What follows belongs to an exercise in optimizing a design on an open flow for small area and a short achievable clock period; a production flow would make more cautious choices. For this run, only the layout was checked, not whether the RTL still works. No driver is modelled on the clock port, so clocking that relies on it looks cheaper here than on a real chip.

===== flow/flow/run.sh =====
#!/bin/bash
# Own layout flow: the standard ORFS flow (standard.sh, unchanged synthesis), with
#  - timing repair aimed below the design's period (SETUP_SLACK_MARGIN; the SDC is unchanged),
#  - port buffers of a normal buffer cell rather than the smallest one,
#  - after CTS, the clock port drives the tree's branch buffers directly, split in two (flow/flatten_clock_root.tcl).
# Each step's full log is kept by ORFS under orfs/logs/; make's own output goes to flow.log.
set -uo pipefail
here=$(pwd)
bash standard.sh SETUP_SLACK_MARGIN=7.45 "BUFFER_PORTS_ARGS=-buffer_cell sky130_fd_sc_hd__buf_2" \
  "POST_CTS_TCL=$here/flow/flatten_clock_root.tcl" finish > flow.log 2>&1

===== flow/flow/flatten_clock_root.tcl =====
# POST_CTS hook. CTS builds root buffer -> branch buffers -> leaf buffers -> registers.
# 1. Drop the root buffer: the clock port then feeds the branch buffers directly.
set block [ord::get_db_block]
set clknet [$block findNet clk]

proc loads_of {net} {
  set l {}
  foreach it [$net getITerms] { if {[$it isInputSignal]} { lappend l $it } }
  return $l
}
proc out_net {inst} {
  foreach it [$inst getITerms] { if {[$it isOutputSignal]} { return [$it getNet] } }
  return ""
}

set roots [loads_of $clknet]
puts "clock hook: clock port feeds [llength $roots] cell(s)"
if {[llength $roots] == 1} {
  set root [[lindex $roots 0] getInst]
  set out [out_net $root]
  set loads [loads_of $out]
  if {[llength $loads] <= 4 && [llength $loads] > 0} {
    foreach it $loads {
      set pname "[[$it getInst] getName]/[[$it getMTerm] getName]"
      disconnect_pin [$out getName] $pname
      connect_pin clk $pname
    }
    set rname [$root getName]
    set oname [$out getName]
    delete_instance $rname
    delete_net $oname
    puts "clock hook: removed root $rname"
  }
}

set branches [loads_of $clknet]
set nsplit [expr {4 / max(1, [llength $branches])}]
if {[llength $branches] <= 2} {
  set k 0
  foreach bit $branches {
    set b [$bit getInst]
    set bnet [out_net $b]
    set leaves [loads_of $bnet]
    if {[llength $leaves] < 4} continue
    # split the leaves in two halves along the wider spread of their positions
    set pts {}
    foreach it $leaves {
      set li [$it getInst]
      set loc [$li getLocation]
      lappend pts [list $it [lindex $loc 0] [lindex $loc 1]]
    }
    set xs [lmap p $pts {lindex $p 1}]
    set ys [lmap p $pts {lindex $p 2}]
    set dx [expr {[tcl::mathfunc::max {*}$xs] - [tcl::mathfunc::min {*}$xs]}]
    set dy [expr {[tcl::mathfunc::max {*}$ys] - [tcl::mathfunc::min {*}$ys]}]
    set idx [expr {$dx >= $dy ? 1 : 2}]
    set pts [lsort -integer -index $idx $pts]
    set half [expr {[llength $pts] / 2}]
    set moved [lrange $pts $half end]
    set master [[$b getMaster] getName]
    set nname "clkhook_split_${k}"
    set netname "clkhook_net_${k}"
    incr k
    set newnet [odb::dbNet_create $block $netname]
    $newnet setSigType CLOCK
    set inst [odb::dbInst_create $block [[ord::get_db] findMaster $master] $nname]
    set sx 0; set sy 0
    foreach p $moved { set sx [expr {$sx + [lindex $p 1]}]; set sy [expr {$sy + [lindex $p 2]}] }
    set n [llength $moved]
    $inst setLocation [expr {$sx / $n}] [expr {$sy / $n}]
    $inst setPlacementStatus PLACED
    [$inst findITerm A] connect $clknet
    [$inst findITerm X] connect $newnet
    foreach p $moved {
      set it [lindex $p 0]
      $it disconnect
      $it connect $newnet
    }
    # move the original branch buffer to the centroid of the leaves it keeps
    set sx 0; set sy 0
    set kept [lrange $pts 0 [expr {$half - 1}]]
    foreach p $kept { set sx [expr {$sx + [lindex $p 1]}]; set sy [expr {$sy + [lindex $p 2]}] }
    set n [llength $kept]
    $b setLocation [expr {$sx / $n}] [expr {$sy / $n}]
    puts "clock hook: split [$b getName] ([llength $leaves] leaves) into two"
  }
  detailed_placement
  check_placement -verbose
}
estimate_parasitics -placement
report_clock_latency

===== flow/standard.sh =====
#!/bin/bash
# synth_recipe.tcl (not shown) runs the flow's synth.tcl, then flattens the netlist and writes it again
# the make line also repeats each setting of config.mk as NAME=value (left out here)
make -C /OpenROAD-flow-scripts/flow DESIGN_CONFIG=/design/flow/config.mk WORK_HOME=/design/flow/orfs CLKGATE_MAP_FILE= SYNTH_SCRIPT=/design/flow/synth_recipe.tcl "${@:-finish}"

===== flow/config.mk =====
export PLATFORM = sky130hd
export DESIGN_NAME = rrc_filter
export DESIGN_NICKNAME = rrc_filter
export VERILOG_FILES = /design/flow/design.v
export SDC_FILE = /design/flow/constraint.sdc
export NUM_CORES = 4
export LEC_CHECK = 0
export ABC_CLOCK_PERIOD_IN_PS = 800
export CAP_MARGIN = 20
export CORE_MARGIN = 2
export CORE_UTILIZATION = 70
export CTS_BUF_LIST = sky130_fd_sc_hd__clkbuf_16
export CTS_CLUSTER_DIAMETER = 90
export CTS_CLUSTER_SIZE = 32
export PLACE_DENSITY = 0.75
export SLEW_MARGIN = 20
export SYNTH_HIERARCHICAL = 1

===== flow/constraint.sdc =====
create_clock -name core_clock -period 10.5 [get_ports {clk}]
set_input_delay 2.1000 -clock core_clock [delete_from_list [all_inputs] [get_ports {clk}]]
set_output_delay 2.1000 -clock core_clock [all_outputs]
set_load 0.01 [all_outputs]

===== flow/design.v =====
module rrc_filter #(
	parameter WIDTH = 9
)(
	input logic clk,
	input logic rst,
	input logic signed [WIDTH-1:0] filter_in,
	output logic signed [WIDTH-1:0] filter_out
);
  logic [8:0] sr0, sr1, sr2, sr3, sr4, sr5, sr6, sr7, sr8, sr9, sr10, sr11, sr12, sr13, sr14, sr15, sr16, sr17, sr18, sr19, sr20, sr21, sr22, sr23, sr24, sr25, sr26, sr27;
  always_ff @(posedge clk or posedge rst) begin
    if (rst) begin
      sr0 <= 9'h000;
      sr1 <= 9'h000;
      sr2 <= 9'h000;
      sr3 <= 9'h000;
      sr4 <= 9'h000;
      sr5 <= 9'h000;
      sr6 <= 9'h000;
      sr7 <= 9'h000;
      sr8 <= 9'h000;
      sr9 <= 9'h000;
      sr10 <= 9'h000;
      sr11 <= 9'h000;
      sr12 <= 9'h000;
      sr13 <= 9'h000;
      sr14 <= 9'h000;
      sr15 <= 9'h000;
      sr16 <= 9'h000;
      sr17 <= 9'h000;
      sr18 <= 9'h000;
      sr19 <= 9'h000;
      sr20 <= 9'h000;
      sr21 <= 9'h000;
      sr22 <= 9'h000;
      sr23 <= 9'h000;
      sr24 <= 9'h000;
      sr25 <= 9'h000;
      sr26 <= 9'h000;
      sr27 <= 9'h000;
    end else begin
      sr0 <= filter_in;
      sr1 <= sr0;
      sr2 <= sr1;
      sr3 <= sr2;
      sr4 <= sr3;
      sr5 <= sr4;
      sr6 <= sr5;
      sr7 <= sr6;
      sr8 <= sr7;
      sr9 <= sr8;
      sr10 <= sr9;
      sr11 <= sr10;
      sr12 <= sr11;
      sr13 <= sr12;
      sr14 <= sr13;
      sr15 <= sr14;
      sr16 <= sr15;
      sr17 <= sr16;
      sr18 <= sr17;
      sr19 <= sr18;
      sr20 <= sr19;
      sr21 <= sr20;
      sr22 <= sr21;
      sr23 <= sr22;
      sr24 <= sr23;
      sr25 <= sr24;
      sr26 <= sr25;
      sr27 <= sr26;
    end
  end
  logic [9:0] t0;
  always_ff @(posedge clk or posedge rst) begin
    if (rst) t0 <= 10'd904;
    else t0 <= 10'd904 - {{1{filter_in[8]}}, filter_in};
  end
  logic [9:0] pv0;
  always_ff @(posedge clk or posedge rst) begin
    if (rst) pv0 <= 10'd0;
    else pv0 <= {sr11[8], sr11} + {sr13[8], sr13};
  end
  logic [28:0] cs3;
  logic [40:0] cs2;
  logic [37:0] cs1;
  wire n1 = ~sr26[0];
  wire s2, c3;
  rrc_fa u3 (.a(sr27[0]), .b(sr24[0]), .ci(n1), .s(s2), .co(c3));
  wire s4, c5;
  rrc_fa u5 (.a(sr20[0]), .b(sr23[0]), .ci(sr26[1]), .s(s4), .co(c5));
  wire s6, c7;
  rrc_fa u7 (.a(sr27[1]), .b(sr21[0]), .ci(sr24[1]), .s(s6), .co(c7));
  wire n8 = ~c3;
  wire s9, c10;
  rrc_fa u10 (.a(sr16[0]), .b(sr18[0]), .ci(n8), .s(s9), .co(c10));
  wire n11 = ~s6;
  wire s12, c13;
  rrc_fa u13 (.a(s4), .b(n11), .ci(s9), .s(s12), .co(c13));
  wire s14, c15;
  rrc_fa u15 (.a(sr20[1]), .b(sr23[1]), .ci(sr26[2]), .s(s14), .co(c15));
  wire s16, c17;
  rrc_fa u17 (.a(sr27[2]), .b(sr21[1]), .ci(sr24[2]), .s(s16), .co(c17));
  wire s18, c19;
  rrc_fa u19 (.a(sr16[1]), .b(sr18[1]), .ci(sr15[0]), .s(s18), .co(c19));
  wire n20 = ~c7;
  wire s21, c22;
  rrc_fa u22 (.a(c5), .b(n20), .ci(s14), .s(s21), .co(c22));
  wire n23 = ~s16;
  wire s24, c25;
  rrc_fa u25 (.a(n23), .b(s18), .ci(c10), .s(s24), .co(c25));
  wire s26, c27;
  rrc_fa u27 (.a(s21), .b(c13), .ci(s24), .s(s26), .co(c27));
  wire s28, c29;
  rrc_fa u29 (.a(sr17[0]), .b(sr20[2]), .ci(sr23[2]), .s(s28), .co(c29));
  wire s30, c31;
  rrc_fa u31 (.a(sr27[3]), .b(sr21[2]), .ci(sr24[3]), .s(s30), .co(c31));
  wire s32, c33;
  rrc_fa u33 (.a(sr26[3]), .b(sr16[0]), .ci(sr16[2]), .s(s32), .co(c33));
  wire n34 = ~sr18[0];
  wire s35, c36;
  rrc_fa u36 (.a(sr18[2]), .b(n34), .ci(sr15[1]), .s(s35), .co(c36));
  wire n37 = ~c17;
  wire s38, c39;
  rrc_fa u39 (.a(c15), .b(n37), .ci(s28), .s(s38), .co(c39));
  wire n40 = ~s30;
  wire s41, c42;
  rrc_fa u42 (.a(c19), .b(s32), .ci(n40), .s(s41), .co(c42));
  wire s43, c44;
  rrc_fa u44 (.a(s35), .b(c22), .ci(s38), .s(s43), .co(c44));
  wire s45, c46;
  rrc_fa u46 (.a(s41), .b(c25), .ci(s43), .s(s45), .co(c46));
  wire s47, c48;
  rrc_fa u48 (.a(sr17[1]), .b(sr20[3]), .ci(sr23[3]), .s(s47), .co(c48));
  wire s49, c50;
  rrc_fa u50 (.a(sr27[4]), .b(sr21[3]), .ci(sr24[4]), .s(s49), .co(c50));
  wire s51, c52;
  rrc_fa u52 (.a(sr26[4]), .b(sr16[1]), .ci(sr16[3]), .s(s51), .co(c52));
  wire n53 = ~sr18[1];
  wire s54, c55;
  rrc_fa u55 (.a(sr18[3]), .b(n53), .ci(sr15[2]), .s(s54), .co(c55));
  wire n56 = ~c31;
  wire s57, c58;
  rrc_fa u58 (.a(c29), .b(n56), .ci(c33), .s(s57), .co(c58));
  wire s59, c60;
  rrc_fa u60 (.a(s47), .b(c36), .ci(s51), .s(s59), .co(c60));
  wire n61 = ~s49;
  wire s62, c63;
  rrc_fa u63 (.a(n61), .b(s54), .ci(c39), .s(s62), .co(c63));
  wire s64, c65;
  rrc_fa u65 (.a(c42), .b(s57), .ci(s59), .s(s64), .co(c65));
  wire s66, c67;
  rrc_fa u67 (.a(c44), .b(s62), .ci(s64), .s(s66), .co(c67));
  wire s68, c69;
  rrc_fa u69 (.a(sr17[2]), .b(sr20[4]), .ci(sr23[4]), .s(s68), .co(c69));
  wire s70, c71;
  rrc_fa u71 (.a(sr27[5]), .b(sr21[4]), .ci(sr24[5]), .s(s70), .co(c71));
  wire s72, c73;
  rrc_fa u73 (.a(sr26[5]), .b(sr16[2]), .ci(sr16[4]), .s(s72), .co(c73));
  wire n74 = ~sr18[4];
  wire s75, c76;
  rrc_fa u76 (.a(sr18[2]), .b(n74), .ci(sr15[0]), .s(s75), .co(c76));
  wire s77, c78;
  rrc_fa u78 (.a(sr15[3]), .b(c48), .ci(c52), .s(s77), .co(c78));
  wire n79 = ~s68;
  wire s80, c81;
  rrc_fa u81 (.a(c50), .b(s70), .ci(n79), .s(s80), .co(c81));
  wire n82 = ~s75;
  wire s83, c84;
  rrc_fa u84 (.a(c55), .b(s72), .ci(n82), .s(s83), .co(c84));
  wire s85, c86;
  rrc_fa u86 (.a(c58), .b(s77), .ci(c60), .s(s85), .co(c86));
  wire n87 = ~s80;
  wire s88, c89;
  rrc_fa u89 (.a(n87), .b(s83), .ci(c63), .s(s88), .co(c89));
  wire s90, c91;
  rrc_fa u91 (.a(c65), .b(s85), .ci(s88), .s(s90), .co(c91));
  wire s92, c93;
  rrc_fa u93 (.a(sr17[3]), .b(sr20[5]), .ci(sr23[5]), .s(s92), .co(c93));
  wire s94, c95;
  rrc_fa u95 (.a(sr27[6]), .b(sr21[5]), .ci(sr24[6]), .s(s94), .co(c95));
  wire s96, c97;
  rrc_fa u97 (.a(sr26[6]), .b(sr16[3]), .ci(sr16[5]), .s(s96), .co(c97));
  wire n98 = ~sr18[5];
  wire s99, c100;
  rrc_fa u100 (.a(sr18[3]), .b(n98), .ci(sr15[1]), .s(s99), .co(c100));
  wire s101, c102;
  rrc_fa u102 (.a(sr15[4]), .b(c69), .ci(c73), .s(s101), .co(c102));
  wire s103, c104;
  rrc_fa u104 (.a(c71), .b(s94), .ci(c76), .s(s103), .co(c104));
  wire n105 = ~s99;
  wire s106, c107;
  rrc_fa u107 (.a(s92), .b(s96), .ci(n105), .s(s106), .co(c107));
  wire n108 = ~c81;
  wire s109, c110;
  rrc_fa u110 (.a(c78), .b(s101), .ci(n108), .s(s109), .co(c110));
  wire n111 = ~s103;
  wire s112, c113;
  rrc_fa u113 (.a(n111), .b(c84), .ci(s106), .s(s112), .co(c113));
  wire s114, c115;
  rrc_fa u115 (.a(c86), .b(s109), .ci(c89), .s(s114), .co(c115));
  wire s116, c117;
  rrc_fa u117 (.a(sr17[4]), .b(sr20[6]), .ci(sr23[6]), .s(s116), .co(c117));
  wire s118, c119;
  rrc_fa u119 (.a(sr27[7]), .b(sr21[6]), .ci(sr24[7]), .s(s118), .co(c119));
  wire s120, c121;
  rrc_fa u121 (.a(sr26[7]), .b(sr16[4]), .ci(sr16[6]), .s(s120), .co(c121));
  wire n122 = ~sr18[6];
  wire s123, c124;
  rrc_fa u124 (.a(sr18[4]), .b(n122), .ci(sr15[2]), .s(s123), .co(c124));
  wire s125, c126;
  rrc_fa u126 (.a(sr15[5]), .b(c93), .ci(c97), .s(s125), .co(c126));
  wire s127, c128;
  rrc_fa u128 (.a(c95), .b(s118), .ci(c100), .s(s127), .co(c128));
  wire n129 = ~s123;
  wire s130, c131;
  rrc_fa u131 (.a(s116), .b(s120), .ci(n129), .s(s130), .co(c131));
  wire n132 = ~c104;
  wire s133, c134;
  rrc_fa u134 (.a(c102), .b(s125), .ci(n132), .s(s133), .co(c134));
  wire n135 = ~s127;
  wire s136, c137;
  rrc_fa u137 (.a(n135), .b(c107), .ci(s130), .s(s136), .co(c137));
  wire s138, c139;
  rrc_fa u139 (.a(c110), .b(s133), .ci(c113), .s(s138), .co(c139));
  wire s140, c141;
  rrc_fa u141 (.a(sr27[8]), .b(sr17[5]), .ci(sr20[7]), .s(s140), .co(c141));
  wire s142, c143;
  rrc_fa u143 (.a(sr23[7]), .b(sr24[8]), .ci(sr16[5]), .s(s142), .co(c143));
  wire s144, c145;
  rrc_fa u145 (.a(sr21[7]), .b(sr26[8]), .ci(sr18[5]), .s(s144), .co(c145));
  wire s146, c147;
  rrc_fa u147 (.a(sr16[7]), .b(sr18[7]), .ci(sr15[6]), .s(s146), .co(c147));
  wire n148 = ~c117;
  wire s149, c150;
  rrc_fa u150 (.a(sr15[3]), .b(c119), .ci(n148), .s(s149), .co(c150));
  wire s151, c152;
  rrc_fa u152 (.a(c121), .b(s140), .ci(s142), .s(s151), .co(c152));
  wire n153 = ~s146;
  wire s154, c155;
  rrc_fa u155 (.a(s144), .b(c124), .ci(n153), .s(s154), .co(c155));
  wire n156 = ~c126;
  wire s157, c158;
  rrc_fa u158 (.a(n156), .b(c128), .ci(s149), .s(s157), .co(c158));
  wire n159 = ~s154;
  wire s160, c161;
  rrc_fa u161 (.a(s151), .b(c131), .ci(n159), .s(s160), .co(c161));
  wire n162 = ~s157;
  wire s163, c164;
  rrc_fa u164 (.a(c134), .b(n162), .ci(c137), .s(s163), .co(c164));
  wire s165, c166;
  rrc_fa u166 (.a(sr17[6]), .b(sr21[8]), .ci(sr16[6]), .s(s165), .co(c166));
  wire s167, c168;
  rrc_fa u168 (.a(sr20[8]), .b(sr23[8]), .ci(sr16[8]), .s(s167), .co(c168));
  wire s169, c170;
  rrc_fa u170 (.a(sr18[6]), .b(sr18[8]), .ci(sr15[4]), .s(s169), .co(c170));
  wire s171, c172;
  rrc_fa u172 (.a(sr15[7]), .b(c141), .ci(c143), .s(s171), .co(c172));
  wire n173 = ~s165;
  wire s174, c175;
  rrc_fa u175 (.a(c145), .b(s167), .ci(n173), .s(s174), .co(c175));
  wire n176 = ~c147;
  wire s177, c178;
  rrc_fa u178 (.a(n176), .b(s169), .ci(c150), .s(s177), .co(c178));
  wire n179 = ~s174;
  wire s180, c181;
  rrc_fa u181 (.a(c152), .b(s171), .ci(n179), .s(s180), .co(c181));
  wire s182, c183;
  rrc_fa u183 (.a(c155), .b(s177), .ci(c158), .s(s182), .co(c183));
  wire n184 = ~s182;
  wire s185, c186;
  rrc_fa u186 (.a(s180), .b(c161), .ci(n184), .s(s185), .co(c186));
  wire n187 = ~sr18[7];
  wire s188, c189;
  rrc_fa u189 (.a(sr17[7]), .b(sr16[7]), .ci(n187), .s(s188), .co(c189));
  wire s190, c191;
  rrc_fa u191 (.a(sr15[5]), .b(sr15[8]), .ci(c168), .s(s190), .co(c191));
  wire n192 = ~c170;
  wire s193, c194;
  rrc_fa u194 (.a(c166), .b(s188), .ci(n192), .s(s193), .co(c194));
  wire n195 = ~c172;
  wire s196, c197;
  rrc_fa u197 (.a(n195), .b(s190), .ci(c175), .s(s196), .co(c197));
  wire n198 = ~s193;
  wire s199, c200;
  rrc_fa u200 (.a(n198), .b(c178), .ci(s196), .s(s199), .co(c200));
  wire n201 = ~c181;
  wire s202, c203;
  rrc_fa u203 (.a(n201), .b(c183), .ci(s199), .s(s202), .co(c203));
  wire n204 = ~sr18[8];
  wire s205, c206;
  rrc_fa u206 (.a(sr17[8]), .b(sr16[8]), .ci(n204), .s(s205), .co(c206));
  wire n207 = ~c189;
  wire s208, c209;
  rrc_fa u209 (.a(sr15[6]), .b(n207), .ci(s205), .s(s208), .co(c209));
  wire n210 = ~c194;
  wire s211, c212;
  rrc_fa u212 (.a(c191), .b(n210), .ci(s208), .s(s211), .co(c212));
  wire s213, c214;
  rrc_fa u214 (.a(c197), .b(s211), .ci(c200), .s(s213), .co(c214));
  wire s215, c216;
  rrc_fa u216 (.a(sr15[7]), .b(c206), .ci(c209), .s(s215), .co(c216));
  wire n217 = ~pv0[1];
  wire s218, c219;
  rrc_fa u219 (.a(cs3[1]), .b(n217), .ci(sr15[0]), .s(s218), .co(c219));
  wire n220 = ~pv0[2];
  wire s221, c222;
  rrc_fa u222 (.a(cs3[2]), .b(n220), .ci(sr13[0]), .s(s221), .co(c222));
  wire s223, c224;
  rrc_fa u224 (.a(sr15[1]), .b(sr11[1]), .ci(c219), .s(s223), .co(c224));
  wire s225, c226;
  rrc_fa u226 (.a(cs3[3]), .b(cs3[4]), .ci(sr8[0]), .s(s225), .co(c226));
  wire n227 = ~pv0[3];
  wire s228, c229;
  rrc_fa u229 (.a(n227), .b(sr13[1]), .ci(sr15[2]), .s(s228), .co(c229));
  wire s230, c231;
  rrc_fa u231 (.a(sr11[2]), .b(c222), .ci(s225), .s(s230), .co(c231));
  wire s232, c233;
  rrc_fa u233 (.a(s228), .b(c224), .ci(s230), .s(s232), .co(c233));
  wire s234, c235;
  rrc_fa u235 (.a(cs3[5]), .b(cs3[6]), .ci(sr8[1]), .s(s234), .co(c235));
  wire s236, c237;
  rrc_fa u237 (.a(pv0[0]), .b(pv0[4]), .ci(sr15[0]), .s(s236), .co(c237));
  wire s238, c239;
  rrc_fa u239 (.a(sr13[2]), .b(sr15[3]), .ci(sr11[3]), .s(s238), .co(c239));
  wire n240 = ~sr11[0];
  wire s241, c242;
  rrc_fa u242 (.a(n240), .b(c226), .ci(c229), .s(s241), .co(c242));
  wire n243 = ~s236;
  wire s244, c245;
  rrc_fa u245 (.a(s234), .b(n243), .ci(s238), .s(s244), .co(c245));
  wire s246, c247;
  rrc_fa u247 (.a(c231), .b(s241), .ci(s244), .s(s246), .co(c247));
  wire s248, c249;
  rrc_fa u249 (.a(cs3[7]), .b(cs3[8]), .ci(sr8[2]), .s(s248), .co(c249));
  wire s250, c251;
  rrc_fa u251 (.a(pv0[1]), .b(pv0[5]), .ci(sr15[1]), .s(s250), .co(c251));
  wire s252, c253;
  rrc_fa u253 (.a(sr13[3]), .b(sr15[4]), .ci(sr11[4]), .s(s252), .co(c253));
  wire n254 = ~c235;
  wire s255, c256;
  rrc_fa u256 (.a(sr11[1]), .b(n254), .ci(c237), .s(s255), .co(c256));
  wire s257, c258;
  rrc_fa u258 (.a(c239), .b(s248), .ci(s252), .s(s257), .co(c258));
  wire n259 = ~c242;
  wire s260, c261;
  rrc_fa u261 (.a(s250), .b(n259), .ci(s255), .s(s260), .co(c261));
  wire s262, c263;
  rrc_fa u263 (.a(c245), .b(s257), .ci(c247), .s(s262), .co(c263));
  wire n264 = ~cs3[10];
  wire s265, c266;
  rrc_fa u266 (.a(n264), .b(pv0[2]), .ci(pv0[6]), .s(s265), .co(c266));
  wire s267, c268;
  rrc_fa u268 (.a(cs3[9]), .b(cs3[11]), .ci(sr8[3]), .s(s267), .co(c268));
  wire s269, c270;
  rrc_fa u270 (.a(sr13[0]), .b(sr13[4]), .ci(sr15[5]), .s(s269), .co(c270));
  wire n271 = ~sr11[5];
  wire s272, c273;
  rrc_fa u273 (.a(sr15[2]), .b(sr11[2]), .ci(n271), .s(s272), .co(c273));
  wire n274 = ~c249;
  wire s275, c276;
  rrc_fa u276 (.a(c251), .b(n274), .ci(s265), .s(s275), .co(c276));
  wire s277, c278;
  rrc_fa u278 (.a(c253), .b(s267), .ci(s269), .s(s277), .co(c278));
  wire s279, c280;
  rrc_fa u280 (.a(s272), .b(c256), .ci(s275), .s(s279), .co(c280));
  wire n281 = ~c261;
  wire s282, c283;
  rrc_fa u283 (.a(c258), .b(s277), .ci(n281), .s(s282), .co(c283));
  wire s284, c285;
  rrc_fa u285 (.a(cs3[13]), .b(pv0[0]), .ci(cs3[12]), .s(s284), .co(c285));
  wire n286 = ~cs3[14];
  wire s287, c288;
  rrc_fa u288 (.a(pv0[3]), .b(pv0[7]), .ci(n286), .s(s287), .co(c288));
  wire s289, c290;
  rrc_fa u290 (.a(sr8[4]), .b(sr13[0]), .ci(sr13[1]), .s(s289), .co(c290));
  wire s291, c292;
  rrc_fa u292 (.a(sr13[5]), .b(sr15[6]), .ci(sr11[6]), .s(s291), .co(c292));
  wire s293, c294;
  rrc_fa u294 (.a(sr15[3]), .b(sr11[3]), .ci(c266), .s(s293), .co(c294));
  wire s295, c296;
  rrc_fa u296 (.a(c268), .b(c270), .ci(s284), .s(s295), .co(c296));
  wire n297 = ~s289;
  wire s298, c299;
  rrc_fa u299 (.a(s287), .b(c273), .ci(n297), .s(s298), .co(c299));
  wire n300 = ~s291;
  wire s301, c302;
  rrc_fa u302 (.a(n300), .b(s293), .ci(c276), .s(s301), .co(c302));
  wire n303 = ~s298;
  wire s304, c305;
  rrc_fa u305 (.a(c278), .b(s295), .ci(n303), .s(s304), .co(c305));
  wire n306 = ~s304;
  wire s307, c308;
  rrc_fa u308 (.a(c280), .b(s301), .ci(n306), .s(s307), .co(c308));
  wire s309, c310;
  rrc_fa u310 (.a(cs3[15]), .b(cs3[16]), .ci(pv0[1]), .s(s309), .co(c310));
  wire n311 = ~cs3[17];
  wire s312, c313;
  rrc_fa u313 (.a(pv0[4]), .b(pv0[8]), .ci(n311), .s(s312), .co(c313));
  wire s314, c315;
  rrc_fa u315 (.a(sr8[5]), .b(sr13[1]), .ci(sr13[2]), .s(s314), .co(c315));
  wire s316, c317;
  rrc_fa u317 (.a(sr13[6]), .b(sr15[7]), .ci(sr11[7]), .s(s316), .co(c317));
  wire s318, c319;
  rrc_fa u319 (.a(sr15[4]), .b(sr11[4]), .ci(c288), .s(s318), .co(c319));
  wire s320, c321;
  rrc_fa u321 (.a(c285), .b(s309), .ci(c290), .s(s320), .co(c321));
  wire s322, c323;
  rrc_fa u323 (.a(c292), .b(s314), .ci(s316), .s(s322), .co(c323));
  wire s324, c325;
  rrc_fa u325 (.a(s312), .b(c294), .ci(s318), .s(s324), .co(c325));
  wire n326 = ~c299;
  wire s327, c328;
  rrc_fa u328 (.a(c296), .b(s320), .ci(n326), .s(s327), .co(c328));
  wire n329 = ~s322;
  wire s330, c331;
  rrc_fa u331 (.a(n329), .b(c302), .ci(s324), .s(s330), .co(c331));
  wire s332, c333;
  rrc_fa u333 (.a(cs3[18]), .b(pv0[2]), .ci(pv0[9]), .s(s332), .co(c333));
  wire n334 = ~pv0[5];
  wire s335, c336;
  rrc_fa u336 (.a(cs3[19]), .b(n334), .ci(sr8[6]), .s(s335), .co(c336));
  wire s337, c338;
  rrc_fa u338 (.a(sr13[2]), .b(sr13[3]), .ci(sr13[7]), .s(s337), .co(c338));
  wire s339, c340;
  rrc_fa u340 (.a(sr15[5]), .b(sr15[8]), .ci(sr11[5]), .s(s339), .co(c340));
  wire n341 = ~c310;
  wire s342, c343;
  rrc_fa u343 (.a(sr11[8]), .b(n341), .ci(c313), .s(s342), .co(c343));
  wire s344, c345;
  rrc_fa u345 (.a(s332), .b(c315), .ci(c317), .s(s344), .co(c345));
  wire n346 = ~s339;
  wire s347, c348;
  rrc_fa u348 (.a(s335), .b(s337), .ci(n346), .s(s347), .co(c348));
  wire n349 = ~c321;
  wire s350, c351;
  rrc_fa u351 (.a(c319), .b(n349), .ci(s342), .s(s350), .co(c351));
  wire s352, c353;
  rrc_fa u353 (.a(c323), .b(s344), .ci(s347), .s(s352), .co(c353));
  wire n354 = ~c328;
  wire s355, c356;
  rrc_fa u356 (.a(c325), .b(s350), .ci(n354), .s(s355), .co(c356));
  wire n357 = ~cs3[21];
  wire s358, c359;
  rrc_fa u359 (.a(cs3[20]), .b(n357), .ci(pv0[3]), .s(s358), .co(c359));
  wire n360 = ~pv0[6];
  wire s361, c362;
  rrc_fa u362 (.a(n360), .b(sr8[7]), .ci(sr13[3]), .s(s361), .co(c362));
  wire s363, c364;
  rrc_fa u364 (.a(sr13[8]), .b(sr15[6]), .ci(sr11[6]), .s(s363), .co(c364));
  wire s365, c366;
  rrc_fa u366 (.a(sr13[4]), .b(c333), .ci(c336), .s(s365), .co(c366));
  wire s367, c368;
  rrc_fa u368 (.a(s358), .b(c338), .ci(s361), .s(s367), .co(c368));
  wire s369, c370;
  rrc_fa u370 (.a(c340), .b(s363), .ci(c343), .s(s369), .co(c370));
  wire s371, c372;
  rrc_fa u372 (.a(c345), .b(s365), .ci(s367), .s(s371), .co(c372));
  wire n373 = ~c348;
  wire s374, c375;
  rrc_fa u375 (.a(n373), .b(s369), .ci(c351), .s(s374), .co(c375));
  wire s376, c377;
  rrc_fa u377 (.a(pv0[7]), .b(cs3[22]), .ci(cs3[23]), .s(s376), .co(c377));
  wire s378, c379;
  rrc_fa u379 (.a(pv0[4]), .b(sr13[4]), .ci(sr13[5]), .s(s378), .co(c379));
  wire s380, c381;
  rrc_fa u381 (.a(sr8[8]), .b(sr15[7]), .ci(sr11[7]), .s(s380), .co(c381));
  wire n382 = ~c364;
  wire s383, c384;
  rrc_fa u384 (.a(c359), .b(c362), .ci(n382), .s(s383), .co(c384));
  wire n385 = ~s378;
  wire s386, c387;
  rrc_fa u387 (.a(s376), .b(s380), .ci(n385), .s(s386), .co(c387));
  wire s388, c389;
  rrc_fa u389 (.a(c366), .b(c368), .ci(s383), .s(s388), .co(c389));
  wire n390 = ~c372;
  wire s391, c392;
  rrc_fa u392 (.a(s386), .b(c370), .ci(n390), .s(s391), .co(c392));
  wire s393, c394;
  rrc_fa u394 (.a(cs3[25]), .b(cs3[26]), .ci(pv0[8]), .s(s393), .co(c394));
  wire n395 = ~cs3[24];
  wire s396, c397;
  rrc_fa u397 (.a(pv0[5]), .b(n395), .ci(sr13[5]), .s(s396), .co(c397));
  wire s398, c399;
  rrc_fa u399 (.a(sr13[6]), .b(sr15[8]), .ci(sr11[8]), .s(s398), .co(c399));
  wire s400, c401;
  rrc_fa u401 (.a(c377), .b(s393), .ci(c381), .s(s400), .co(c401));
  wire s402, c403;
  rrc_fa u403 (.a(c379), .b(s396), .ci(s398), .s(s402), .co(c403));
  wire n404 = ~c384;
  wire s405, c406;
  rrc_fa u406 (.a(s400), .b(n404), .ci(c387), .s(s405), .co(c406));
  wire n407 = ~s405;
  wire s408, c409;
  rrc_fa u409 (.a(s402), .b(c389), .ci(n407), .s(s408), .co(c409));
  wire n410 = ~cs3[28];
  wire s411, c412;
  rrc_fa u412 (.a(cs3[27]), .b(n410), .ci(pv0[6]), .s(s411), .co(c412));
  wire s413, c414;
  rrc_fa u414 (.a(pv0[9]), .b(sr13[6]), .ci(sr13[7]), .s(s413), .co(c414));
  wire n415 = ~c394;
  wire s416, c417;
  rrc_fa u417 (.a(n415), .b(s411), .ci(c397), .s(s416), .co(c417));
  wire n418 = ~c401;
  wire s419, c420;
  rrc_fa u420 (.a(c399), .b(s413), .ci(n418), .s(s419), .co(c420));
  wire s421, c422;
  rrc_fa u422 (.a(s416), .b(c403), .ci(s419), .s(s421), .co(c422));
  wire n423 = ~sr13[8];
  wire s424, c425;
  rrc_fa u425 (.a(pv0[7]), .b(sr13[7]), .ci(n423), .s(s424), .co(c425));
  wire s426, c427;
  rrc_fa u427 (.a(c412), .b(c414), .ci(s424), .s(s426), .co(c427));
  wire s428, c429;
  rrc_fa u429 (.a(c417), .b(s426), .ci(c420), .s(s428), .co(c429));
  wire n430 = ~sr13[8];
  wire s431, c432;
  rrc_fa u432 (.a(pv0[8]), .b(n430), .ci(c425), .s(s431), .co(c432));
  wire s433, c434;
  rrc_fa u434 (.a(c427), .b(s431), .ci(c429), .s(s433), .co(c434));
  wire s435, c436;
  rrc_fa u436 (.a(cs2[0]), .b(cs2[1]), .ci(sr2[0]), .s(s435), .co(c436));
  wire s437, c438;
  rrc_fa u438 (.a(cs2[2]), .b(sr3[0]), .ci(sr6[0]), .s(s437), .co(c438));
  wire s439, c440;
  rrc_fa u440 (.a(sr0[1]), .b(sr10[0]), .ci(cs2[3]), .s(s439), .co(c440));
  wire n441 = ~sr8[0];
  wire s442, c443;
  rrc_fa u443 (.a(sr2[1]), .b(sr5[0]), .ci(n441), .s(s442), .co(c443));
  wire n444 = ~c436;
  wire s445, c446;
  rrc_fa u446 (.a(n444), .b(s437), .ci(s439), .s(s445), .co(c446));
  wire s447, c448;
  rrc_fa u448 (.a(cs2[5]), .b(sr3[1]), .ci(sr6[1]), .s(s447), .co(c448));
  wire s449, c450;
  rrc_fa u450 (.a(sr0[2]), .b(sr10[1]), .ci(cs2[4]), .s(s449), .co(c450));
  wire n451 = ~sr8[1];
  wire s452, c453;
  rrc_fa u453 (.a(sr2[2]), .b(sr5[1]), .ci(n451), .s(s452), .co(c453));
  wire s454, c455;
  rrc_fa u455 (.a(sr11[0]), .b(c438), .ci(c440), .s(s454), .co(c455));
  wire n456 = ~c443;
  wire s457, c458;
  rrc_fa u458 (.a(s447), .b(s449), .ci(n456), .s(s457), .co(c458));
  wire n459 = ~s452;
  wire s460, c461;
  rrc_fa u461 (.a(n459), .b(c446), .ci(s454), .s(s460), .co(c461));
  wire s462, c463;
  rrc_fa u463 (.a(sr3[2]), .b(sr6[2]), .ci(sr0[3]), .s(s462), .co(c463));
  wire s464, c465;
  rrc_fa u465 (.a(sr10[0]), .b(sr10[2]), .ci(cs2[6]), .s(s464), .co(c465));
  wire s466, c467;
  rrc_fa u467 (.a(sr2[3]), .b(sr5[2]), .ci(sr8[0]), .s(s466), .co(c467));
  wire s468, c469;
  rrc_fa u469 (.a(sr8[2]), .b(sr11[1]), .ci(c448), .s(s468), .co(c469));
  wire s470, c471;
  rrc_fa u471 (.a(c450), .b(s462), .ci(s464), .s(s470), .co(c471));
  wire n472 = ~c455;
  wire s473, c474;
  rrc_fa u474 (.a(c453), .b(s466), .ci(n472), .s(s473), .co(c474));
  wire s475, c476;
  rrc_fa u476 (.a(s468), .b(c458), .ci(s470), .s(s475), .co(c476));
  wire n477 = ~s473;
  wire s478, c479;
  rrc_fa u479 (.a(c461), .b(n477), .ci(s475), .s(s478), .co(c479));
  wire s480, c481;
  rrc_fa u481 (.a(cs2[7]), .b(cs2[8]), .ci(sr3[3]), .s(s480), .co(c481));
  wire n482 = ~sr6[3];
  wire s483, c484;
  rrc_fa u484 (.a(sr2[4]), .b(sr5[3]), .ci(n482), .s(s483), .co(c484));
  wire s485, c486;
  rrc_fa u486 (.a(sr0[4]), .b(sr10[1]), .ci(sr10[3]), .s(s485), .co(c486));
  wire n487 = ~sr8[1];
  wire s488, c489;
  rrc_fa u489 (.a(sr8[3]), .b(n487), .ci(sr11[2]), .s(s488), .co(c489));
  wire s490, c491;
  rrc_fa u491 (.a(c463), .b(c465), .ci(s480), .s(s490), .co(c491));
  wire n492 = ~s485;
  wire s493, c494;
  rrc_fa u494 (.a(c467), .b(s483), .ci(n492), .s(s493), .co(c494));
  wire s495, c496;
  rrc_fa u496 (.a(s488), .b(c469), .ci(c471), .s(s495), .co(c496));
  wire n497 = ~s490;
  wire s498, c499;
  rrc_fa u499 (.a(n497), .b(s493), .ci(c474), .s(s498), .co(c499));
  wire n500 = ~s498;
  wire s501, c502;
  rrc_fa u502 (.a(c476), .b(s495), .ci(n500), .s(s501), .co(c502));
  wire s503, c504;
  rrc_fa u504 (.a(cs2[9]), .b(sr2[5]), .ci(sr5[4]), .s(s503), .co(c504));
  wire s505, c506;
  rrc_fa u506 (.a(sr3[4]), .b(sr6[4]), .ci(sr0[5]), .s(s505), .co(c506));
  wire s507, c508;
  rrc_fa u508 (.a(sr10[2]), .b(sr10[4]), .ci(cs2[10]), .s(s507), .co(c508));
  wire n509 = ~sr8[4];
  wire s510, c511;
  rrc_fa u511 (.a(sr8[2]), .b(n509), .ci(sr11[0]), .s(s510), .co(c511));
  wire s512, c513;
  rrc_fa u513 (.a(sr11[3]), .b(c481), .ci(c486), .s(s512), .co(c513));
  wire n514 = ~s505;
  wire s515, c516;
  rrc_fa u516 (.a(c484), .b(s503), .ci(n514), .s(s515), .co(c516));
  wire n517 = ~s510;
  wire s518, c519;
  rrc_fa u519 (.a(s507), .b(c489), .ci(n517), .s(s518), .co(c519));
  wire n520 = ~c494;
  wire s521, c522;
  rrc_fa u522 (.a(c491), .b(s512), .ci(n520), .s(s521), .co(c522));
  wire n523 = ~s515;
  wire s524, c525;
  rrc_fa u525 (.a(n523), .b(s518), .ci(c496), .s(s524), .co(c525));
  wire n526 = ~c499;
  wire s527, c528;
  rrc_fa u528 (.a(s521), .b(n526), .ci(s524), .s(s527), .co(c528));
  wire s529, c530;
  rrc_fa u530 (.a(cs2[12]), .b(cs2[13]), .ci(sr3[5]), .s(s529), .co(c530));
  wire n531 = ~sr6[5];
  wire s532, c533;
  rrc_fa u533 (.a(sr2[6]), .b(sr5[5]), .ci(n531), .s(s532), .co(c533));
  wire s534, c535;
  rrc_fa u535 (.a(sr0[6]), .b(sr10[3]), .ci(sr10[5]), .s(s534), .co(c535));
  wire n536 = ~sr8[5];
  wire s537, c538;
  rrc_fa u538 (.a(cs2[11]), .b(sr8[3]), .ci(n536), .s(s537), .co(c538));
  wire n539 = ~sr11[4];
  wire s540, c541;
  rrc_fa u541 (.a(sr11[1]), .b(n539), .ci(c504), .s(s540), .co(c541));
  wire s542, c543;
  rrc_fa u543 (.a(c506), .b(c508), .ci(s529), .s(s542), .co(c543));
  wire n544 = ~s534;
  wire s545, c546;
  rrc_fa u546 (.a(s532), .b(c511), .ci(n544), .s(s545), .co(c546));
  wire n547 = ~c513;
  wire s548, c549;
  rrc_fa u549 (.a(s537), .b(s540), .ci(n547), .s(s548), .co(c549));
  wire n550 = ~s542;
  wire s551, c552;
  rrc_fa u552 (.a(c516), .b(n550), .ci(s545), .s(s551), .co(c552));
  wire n553 = ~s548;
  wire s554, c555;
  rrc_fa u555 (.a(c519), .b(c522), .ci(n553), .s(s554), .co(c555));
  wire n556 = ~s551;
  wire s557, c558;
  rrc_fa u558 (.a(n556), .b(c525), .ci(s554), .s(s557), .co(c558));
  wire s559, c560;
  rrc_fa u560 (.a(cs2[14]), .b(sr3[6]), .ci(sr6[6]), .s(s559), .co(c560));
  wire s561, c562;
  rrc_fa u562 (.a(cs2[15]), .b(sr2[7]), .ci(sr5[6]), .s(s561), .co(c562));
  wire s563, c564;
  rrc_fa u564 (.a(sr0[7]), .b(sr10[4]), .ci(sr10[6]), .s(s563), .co(c564));
  wire n565 = ~sr8[6];
  wire s566, c567;
  rrc_fa u567 (.a(sr8[4]), .b(n565), .ci(sr11[2]), .s(s566), .co(c567));
  wire s568, c569;
  rrc_fa u569 (.a(sr11[5]), .b(c530), .ci(c535), .s(s568), .co(c569));
  wire s570, c571;
  rrc_fa u571 (.a(c533), .b(s561), .ci(c538), .s(s570), .co(c571));
  wire n572 = ~s566;
  wire s573, c574;
  rrc_fa u574 (.a(s559), .b(s563), .ci(n572), .s(s573), .co(c574));
  wire n575 = ~c541;
  wire s576, c577;
  rrc_fa u577 (.a(n575), .b(c543), .ci(s568), .s(s576), .co(c577));
  wire s578, c579;
  rrc_fa u579 (.a(c546), .b(s570), .ci(c549), .s(s578), .co(c579));
  wire n580 = ~c552;
  wire s581, c582;
  rrc_fa u582 (.a(s573), .b(s576), .ci(n580), .s(s581), .co(c582));
  wire s583, c584;
  rrc_fa u584 (.a(cs2[16]), .b(cs2[17]), .ci(sr2[8]), .s(s583), .co(c584));
  wire s585, c586;
  rrc_fa u586 (.a(sr3[7]), .b(sr6[7]), .ci(sr10[5]), .s(s585), .co(c586));
  wire s587, c588;
  rrc_fa u588 (.a(cs2[19]), .b(sr5[7]), .ci(sr0[8]), .s(s587), .co(c588));
  wire n589 = ~sr10[7];
  wire s590, c591;
  rrc_fa u591 (.a(cs2[18]), .b(n589), .ci(sr8[5]), .s(s590), .co(c591));
  wire n592 = ~sr11[3];
  wire s593, c594;
  rrc_fa u594 (.a(sr8[7]), .b(sr11[6]), .ci(n592), .s(s593), .co(c594));
  wire s595, c596;
  rrc_fa u596 (.a(c560), .b(c564), .ci(s583), .s(s595), .co(c596));
  wire n597 = ~s585;
  wire s598, c599;
  rrc_fa u599 (.a(c562), .b(s587), .ci(n597), .s(s598), .co(c599));
  wire n600 = ~s593;
  wire s601, c602;
  rrc_fa u602 (.a(c567), .b(s590), .ci(n600), .s(s601), .co(c602));
  wire n603 = ~c571;
  wire s604, c605;
  rrc_fa u605 (.a(c569), .b(s595), .ci(n603), .s(s604), .co(c605));
  wire n606 = ~s598;
  wire s607, c608;
  rrc_fa u608 (.a(n606), .b(c574), .ci(c577), .s(s607), .co(c608));
  wire n609 = ~s604;
  wire s610, c611;
  rrc_fa u611 (.a(s601), .b(n609), .ci(c579), .s(s610), .co(c611));
  wire s612, c613;
  rrc_fa u613 (.a(cs2[20]), .b(sr5[8]), .ci(sr10[6]), .s(s612), .co(c613));
  wire s614, c615;
  rrc_fa u615 (.a(sr3[8]), .b(sr6[8]), .ci(sr10[8]), .s(s614), .co(c615));
  wire s616, c617;
  rrc_fa u617 (.a(cs2[21]), .b(cs2[22]), .ci(sr8[6]), .s(s616), .co(c617));
  wire n618 = ~sr11[7];
  wire s619, c620;
  rrc_fa u620 (.a(sr8[8]), .b(sr11[4]), .ci(n618), .s(s619), .co(c620));
  wire n621 = ~c588;
  wire s622, c623;
  rrc_fa u623 (.a(c584), .b(c586), .ci(n621), .s(s622), .co(c623));
  wire n624 = ~s612;
  wire s625, c626;
  rrc_fa u626 (.a(c591), .b(s614), .ci(n624), .s(s625), .co(c626));
  wire n627 = ~c594;
  wire s628, c629;
  rrc_fa u629 (.a(s616), .b(n627), .ci(s619), .s(s628), .co(c629));
  wire n630 = ~c599;
  wire s631, c632;
  rrc_fa u632 (.a(c596), .b(s622), .ci(n630), .s(s631), .co(c632));
  wire s633, c634;
  rrc_fa u634 (.a(s625), .b(c602), .ci(s628), .s(s633), .co(c634));
  wire s635, c636;
  rrc_fa u636 (.a(c605), .b(s631), .ci(c608), .s(s635), .co(c636));
  wire n637 = ~cs2[26];
  wire s638, c639;
  rrc_fa u639 (.a(cs2[23]), .b(cs2[24]), .ci(n637), .s(s638), .co(c639));
  wire n640 = ~sr10[7];
  wire s641, c642;
  rrc_fa u642 (.a(cs2[25]), .b(n640), .ci(sr8[7]), .s(s641), .co(c642));
  wire s643, c644;
  rrc_fa u644 (.a(sr11[5]), .b(sr11[8]), .ci(c615), .s(s643), .co(c644));
  wire n645 = ~c617;
  wire s646, c647;
  rrc_fa u647 (.a(c613), .b(s638), .ci(n645), .s(s646), .co(c647));
  wire s648, c649;
  rrc_fa u649 (.a(s641), .b(c620), .ci(s643), .s(s648), .co(c649));
  wire n650 = ~c626;
  wire s651, c652;
  rrc_fa u652 (.a(c623), .b(n650), .ci(s646), .s(s651), .co(c652));
  wire n653 = ~c632;
  wire s654, c655;
  rrc_fa u655 (.a(c629), .b(s648), .ci(n653), .s(s654), .co(c655));
  wire n656 = ~s651;
  wire s657, c658;
  rrc_fa u658 (.a(n656), .b(c634), .ci(s654), .s(s657), .co(c658));
  wire n659 = ~cs2[27];
  wire s660, c661;
  rrc_fa u661 (.a(cs2[28]), .b(cs2[29]), .ci(n659), .s(s660), .co(c661));
  wire n662 = ~sr8[8];
  wire s663, c664;
  rrc_fa u664 (.a(sr10[8]), .b(n662), .ci(sr11[6]), .s(s663), .co(c664));
  wire n665 = ~c639;
  wire s666, c667;
  rrc_fa u667 (.a(n665), .b(s660), .ci(c642), .s(s666), .co(c667));
  wire n668 = ~c647;
  wire s669, c670;
  rrc_fa u670 (.a(s663), .b(c644), .ci(n668), .s(s669), .co(c670));
  wire s671, c672;
  rrc_fa u672 (.a(s666), .b(c649), .ci(s669), .s(s671), .co(c672));
  wire n673 = ~c652;
  wire s674, c675;
  rrc_fa u675 (.a(n673), .b(c655), .ci(s671), .s(s674), .co(c675));
  wire n676 = ~cs2[31];
  wire s677, c678;
  rrc_fa u678 (.a(n676), .b(cs2[30]), .ci(sr11[7]), .s(s677), .co(c678));
  wire s679, c680;
  rrc_fa u680 (.a(c661), .b(c664), .ci(s677), .s(s679), .co(c680));
  wire s681, c682;
  rrc_fa u682 (.a(c667), .b(s679), .ci(c670), .s(s681), .co(c682));
  wire n683 = ~cs2[32];
  wire s684, c685;
  rrc_fa u685 (.a(n683), .b(cs2[33]), .ci(cs2[34]), .s(s684), .co(c685));
  wire n686 = ~c678;
  wire s687, c688;
  rrc_fa u688 (.a(sr11[8]), .b(s684), .ci(n686), .s(s687), .co(c688));
  wire n689 = ~s687;
  wire s690, c691;
  rrc_fa u691 (.a(c680), .b(n689), .ci(c682), .s(s690), .co(c691));
  wire s692, c693;
  rrc_fa u693 (.a(cs2[35]), .b(cs2[36]), .ci(c685), .s(s692), .co(c693));
  wire n694 = ~cs2[38];
  wire s695, c696;
  rrc_fa u696 (.a(cs2[39]), .b(n694), .ci(cs2[40]), .s(s695), .co(c696));
  wire n697 = ~cs1[1];
  wire n698 = ~cs1[2];
  wire n699 = ~cs1[13];
  wire n700 = ~cs1[19];
  wire n701 = ~cs1[20];
  wire n702 = ~cs1[21];
  wire n703 = ~t0[9];
  wire n704 = ~cs1[24];
  wire n705 = ~cs1[25];
  wire n706 = ~cs1[26];
  wire n707 = ~cs1[27];
  wire n708 = ~cs1[28];
  wire n709 = ~cs1[29];
  wire n710 = ~cs1[30];
  wire n711 = ~cs1[33];
  wire s712, c713;
  rrc_ha u713 (.a(cs1[14]), .b(cs1[15]), .s(s712), .co(c713));
  wire s714, c715;
  rrc_ha u715 (.a(cs1[17]), .b(n700), .s(s714), .co(c715));
  wire s716, c717;
  rrc_ha u717 (.a(cs1[22]), .b(n701), .s(s716), .co(c717));
  wire s718, c719;
  rrc_ha u719 (.a(cs1[16]), .b(n699), .s(s718), .co(c719));
  wire s720, c721;
  rrc_fa u721 (.a(cs1[18]), .b(t0[8]), .ci(c713), .s(s720), .co(c721));
  wire s722, c723;
  rrc_fa u723 (.a(n702), .b(n703), .ci(c715), .s(s722), .co(c723));
  wire s724, c725;
  rrc_fa1 u725 (.a(cs1[23]), .b(n704), .s(s724), .co(c725));
  wire n726 = ~cs1[31];
  wire s727, c728;
  rrc_ha u728 (.a(cs1[0]), .b(t0[0]), .s(s727), .co(c728));
  wire s729, c730;
  rrc_fa u730 (.a(t0[1]), .b(cs1[3]), .ci(n698), .s(s729), .co(c730));
  wire s731, c732;
  rrc_fa u732 (.a(cs1[5]), .b(t0[2]), .ci(cs1[4]), .s(s731), .co(c732));
  wire s733, c734;
  rrc_ha u734 (.a(cs1[6]), .b(t0[3]), .s(s733), .co(c734));
  wire s735, c736;
  rrc_fa u736 (.a(cs1[7]), .b(t0[4]), .ci(cs1[8]), .s(s735), .co(c736));
  wire s737, c738;
  rrc_fa u738 (.a(cs1[9]), .b(t0[5]), .ci(cs1[10]), .s(s737), .co(c738));
  wire s739, c740;
  rrc_fa u740 (.a(cs1[11]), .b(cs1[12]), .ci(t0[6]), .s(s739), .co(c740));
  wire s741, c742;
  rrc_fa u742 (.a(t0[7]), .b(s712), .ci(s718), .s(s741), .co(c742));
  wire s743, c744;
  rrc_fa u744 (.a(c719), .b(s714), .ci(s720), .s(s743), .co(c744));
  wire s745, c746;
  rrc_fa u746 (.a(s716), .b(c721), .ci(s722), .s(s745), .co(c746));
  wire s747, c748;
  rrc_fa u748 (.a(s724), .b(c717), .ci(c723), .s(s747), .co(c748));
  wire s749, c750;
  rrc_fa u750 (.a(n705), .b(n706), .ci(c725), .s(s749), .co(c750));
  wire s751, c752;
  rrc_fa u752 (.a(n707), .b(n708), .ci(n709), .s(s751), .co(c752));
  wire n753 = ~n710;
  wire s754, c755;
  rrc_fa u755 (.a(n726), .b(cs1[32]), .ci(n711), .s(s754), .co(c755));
  wire s756, c757;
  rrc_fa u757 (.a(cs1[34]), .b(cs1[35]), .ci(cs1[31]), .s(s756), .co(c757));
  wire n758 = ~cs1[36];
  always_ff @(posedge clk or posedge rst) begin
    if (rst) cs3 <= 29'b00001110010100101101110011101;
    else cs3 <= {c216, sr15[8], c214, c212, s215, s213, c203, s202, c186, s185, c164, s163, c139, s160, s138, c115, s136, s114, c91, s112, s90, c67, s66, c46, s45, c27, s26, s12, s2};
  end
  always_ff @(posedge clk or posedge rst) begin
    if (rst) cs2 <= 41'b10000011101010000100111001010001110001001;
    else cs2 <= {c434, c432, pv0[9], s433, s428, c422, c409, s421, c406, s408, c392, s391, c375, s388, c356, s374, c353, s371, s355, c331, s352, c308, s330, s327, c305, s307, c283, s282, c263, s279, s262, s260, s246, c233, s232, s223, s221, s218, sr11[0], pv0[0], cs3[0]};
  end
  always_ff @(posedge clk or posedge rst) begin
    if (rst) cs1 <= 38'b10001010000110010111100010110100110110;
    else cs1 <= {c696, s695, c693, cs2[37], c691, c688, s692, s690, c675, s681, c672, s674, c658, s657, c636, s635, c611, s633, s610, c582, s607, c558, s581, c555, s578, s557, c528, s527, c502, s501, c479, s478, s460, s457, s445, s442, s435, sr0[0]};
  end
  wire [18:0] fa_ = {1'b1, cs1[37], n758, s756, s754, n753, s751, s749, s747, s745, s743, s741, s739, s737, s735, s733, s731, s729, n697};
  wire [18:0] fb_ = {1'b0, cs1[36], c757, c755, n710, c752, c750, c748, c746, c744, c742, c740, c738, c736, c734, c732, c730, c728, s727};
  wire [18:0] sum_ = fa_ + fb_;
  wire ovf_ = (sum_[18] != sum_[16]) || (sum_[17] != sum_[16]);
  wire [8:0] y_ = ovf_ ? (sum_[18] ? 9'h100 : 9'h0ff) : sum_[16:8];
  always_ff @(posedge clk or posedge rst) begin
    if (rst) filter_out <= 9'd0;
    else filter_out <= y_;
  end
endmodule
module rrc_fa (input logic a, input logic b, input logic ci, output logic s, output logic co);
  assign s = a ^ b ^ ci;
  assign co = (a & b) | (a & ci) | (b & ci);
endmodule
module rrc_carry8 (input logic [7:0] a, input logic [7:0] b, output logic co);
  wire [8:0] t = {1'b0, a} + {1'b0, b};
  assign co = t[8];
endmodule
module rrc_hsat (input logic [10:0] a, input logic [10:0] b, input logic ci, output logic [8:0] y);
  wire [11:0] t2 = {a, ci} + {b, ci};
  wire [10:0] t = t2[11:1];
  wire ovf = (t[10] != t[8]) || (t[9] != t[8]);
  assign y = ovf ? (t[10] ? 9'h100 : 9'h0ff) : t[8:0];
endmodule
module rrc_fa1 (input logic a, input logic b, output logic s, output logic co);
  assign s = ~(a ^ b);
  assign co = a | b;
endmodule
module rrc_ha (input logic a, input logic b, output logic s, output logic co);
  assign s = a ^ b;
  assign co = a & b;
endmodule

==> impl_metrics.yaml <==
floorplanning:
  die_area_um2: 26560
  die_h_um: 163.0
  die_x_um: 163.0
  io_pins: 20
  initial_core_util_pct: 70.86
  core_area_um2: 24960
  rows: 58
place:
  portBuffers: 19
  hpwl_um: 22300
  dp_slack_ps: 6455
  gp_congestion: 0.7776
  dp.cells: 1378
finish:
  multi_input_area_um2: 7543
  final_cell_mix: "dfrtp_1, fa_1, inv_1, dfstp_2, ha_1"
  syn_to_final_growth_pct: 7.915
  final_common_cell: "dfrtp_1"
  final_cells: 1419
  n_fill_cell: 1420
  layout.nets: 1420
  final-seq-area_um2: 9703
  diodes: 0
  post_route_cells_drive_above_1_share_pct: 13.96
critical_path:
  required_ps: 10750
  arrival_ps: 3630
  crit_chain: "inv_2 -> ha_4 -> fa_2 -> fa_2 -> ha_4 -> nand2_4 -> or4_4 -> a41oi_4 -> buf_4 -> o21ai_1 -> a21oi_1"
  reg2reg_setup_slack_ps: 7120
  crit_path_max_incr_delay_ps: 540
  slowest_stage: "dfstp_2"
  cp_top_family: "adder cells"
  cp_max_fo: 5
  crit_path_start_kind: "flip-flop"
  worstSetupPathType: "reg2reg"
  crit_buf_inv: 2
  critPathCaptureType: "flip-flop"
cts:
  worst_skew_pair.late_latency_ps: 340
  clkTransAtPathRegs_ps: 120
  clkSinkCount: 385
  cts_tree: "yes"
logic_synthesis:
  synthArstFlopShare_pct: 100.0
  ys_types: 53
  synthFlopType: "dfrtp_1"
  ys_ff_latch: 385
  ys_warn_count: 7
  synth_edf_count: 0
  syn_inst: 1031
  seq_area_frac_synth_pct: 54.85
  netlist_area_um2: 17690
  syn_avg_cell_area_um2: 17.16
  syn_nets: 1372
drt:
  dr.pass1.iters: 4
  detail_route.wl_per_cell_um: 21.42
  vias_per_cell: 5.381
  drc: 0
  finalWirelength_um: 30400
  ant_nets: 0
  vias: 7636
  drt_iter0_markers: 558
timing:
  finalHoldViolations: 0
  finalClockSkew_ps: 27.17
  rsz0062_at_grt: "yes"
  min_period_ps: 3380
  maxClockFrequency_mhz: 295.8
  final-setup-viol-count: 0
  tns_ps: 0
  relSlewSlack_pct: 52.18
  max_slew.worst_pin.slew_ps: 708.4
  slew_viol_final: 0
  holdWs_ps: 355.2
  fin_crit_sh_pct: 32.19
  setup_ws_ps: 7120
global_routing:
  antenna_found_initial: 0
  grt_pass1_vias: 9147
  grt_pass1_wl_um: 50290
  grt_max_degree: 102
  overflow: 0
  track_usage_pct: 26.10
hold_path:
  hold_class: "reg2reg"
run_status:
  outcome: "no timing/DRC/antenna violations"
job:
  maxCapViolations: 0
## modules after synthesis (local to each module, per instance)
module / flops+latches / times used
rrc_fa: 0 / 295
rrc_fa1: 0 / 1
rrc_ha: 0 / 6
rrc_filter: 385 / 1
## synthesized netlist by cell type, drive strengths merged, types with 3 or more instances
master / number / area (um^2)
a21boi: 3 / 26.27
a21o: 5 / 38.79
a21oi: 32 / 178.9
buf: 3 / 26.27
dfrtp: 331 / 8283
dfstp: 54 / 1419
fa: 296 / 5926
ha: 34 / 425.4
inv: 168 / 630.6
nand2: 16 / 60.06
nand3: 6 / 30.03
nor2: 8 / 30.03
nor3: 4 / 20.02
o21ai: 13 / 68.81
o311ai: 4 / 35.04
o31ai: 3 / 32.53
xnor2: 9 / 78.83
xor2: 10 / 87.58
## path summary, 6_finish.rpt
| kind | startpoint | to | cells past startpoint |
|---|---|---|---|
| setup / recovery | cs1[19] | filter_out[5] | 11 |
| max in group asynchronous | rst | cs3[23] | 4 |
| setup reg to reg | cs1[19] | filter_out[5] | 11 |
| hold reg to reg | sr9[0] | sr10[0] | 0 |
| hold / removal | sr9[0] | sr10[0] | 0 |
| min in group asynchronous | rst | sr2[0] | 2 |
## flip-flops by register name, indices dropped and copies added (netlist names), 10 cells and up
name and flops:
pv0 10, cs3 29, cs1 37, cs2 40
## final cells by class, clock buffers not listed
cell class	count	area share (%)
repair buffers	32	1.494
flip-flops and latches	385	50.83
multi-input cells	475	39.52
clock inverters	12	0.4392
well taps	330	2.163
inverters	168	3.323
plain buffers	2	0.2622
## stage by stage
stage | instance area [um^2] | util (%)
after detailed placement | 18310 | 73.34
after global routing | 19090 | 76.46
after floorplan | 17810 | -
final | 19090 | 76.46
after global placement | 18310 | 73.34
## per-layer routing
metal	track usage, %	share of wire, %	vias up
met2	44.65	52	129
met3	3.030	2.9	35
met1	37.84	43	4235
li1	-	-	3237
met5	0	0	-
met4	5.270	2.0	0
## logic make-up after synthesis
group	after synthesis	synth area share (%)
AND/OR/NAND/NOR	48	1.422
adder cells (fa/ha/maj)	330	35.91
flip-flops	385	54.85
XOR/XNOR	19	0.9408
buffers and inverters	172	3.791
multiplexers	2	0.1132
AO/OA/AOI/OAI	75	2.978

what the ideal ports hide:
The flow's constraints put no driver on any port. The routed layout listed below was extracted and timed again, unchanged, in two steps. Step 1: set_driving_cell puts a clkbuf_16 on clk and a buf_2 on each other input, an assumption about the parent block. Step 2 also shifts input and output timing later by t, the mid clock arrival at the registers, as if the neighbouring blocks saw the same clock. Three values: ideal, step 1, step 2; two values: the first two.
shift t [ns]: 0.423
setup WS [ns]: 7.120 / 7.120 / 7.120
hold WS [ns]: 0.355 / 0.355 / 0.355
worst data-port slew with drivers (ns): 0.03
After both steps this run still meets setup and hold. The setup slack of this run moves by 0.000 ns with the drivers and by 0.000 ns with both steps.
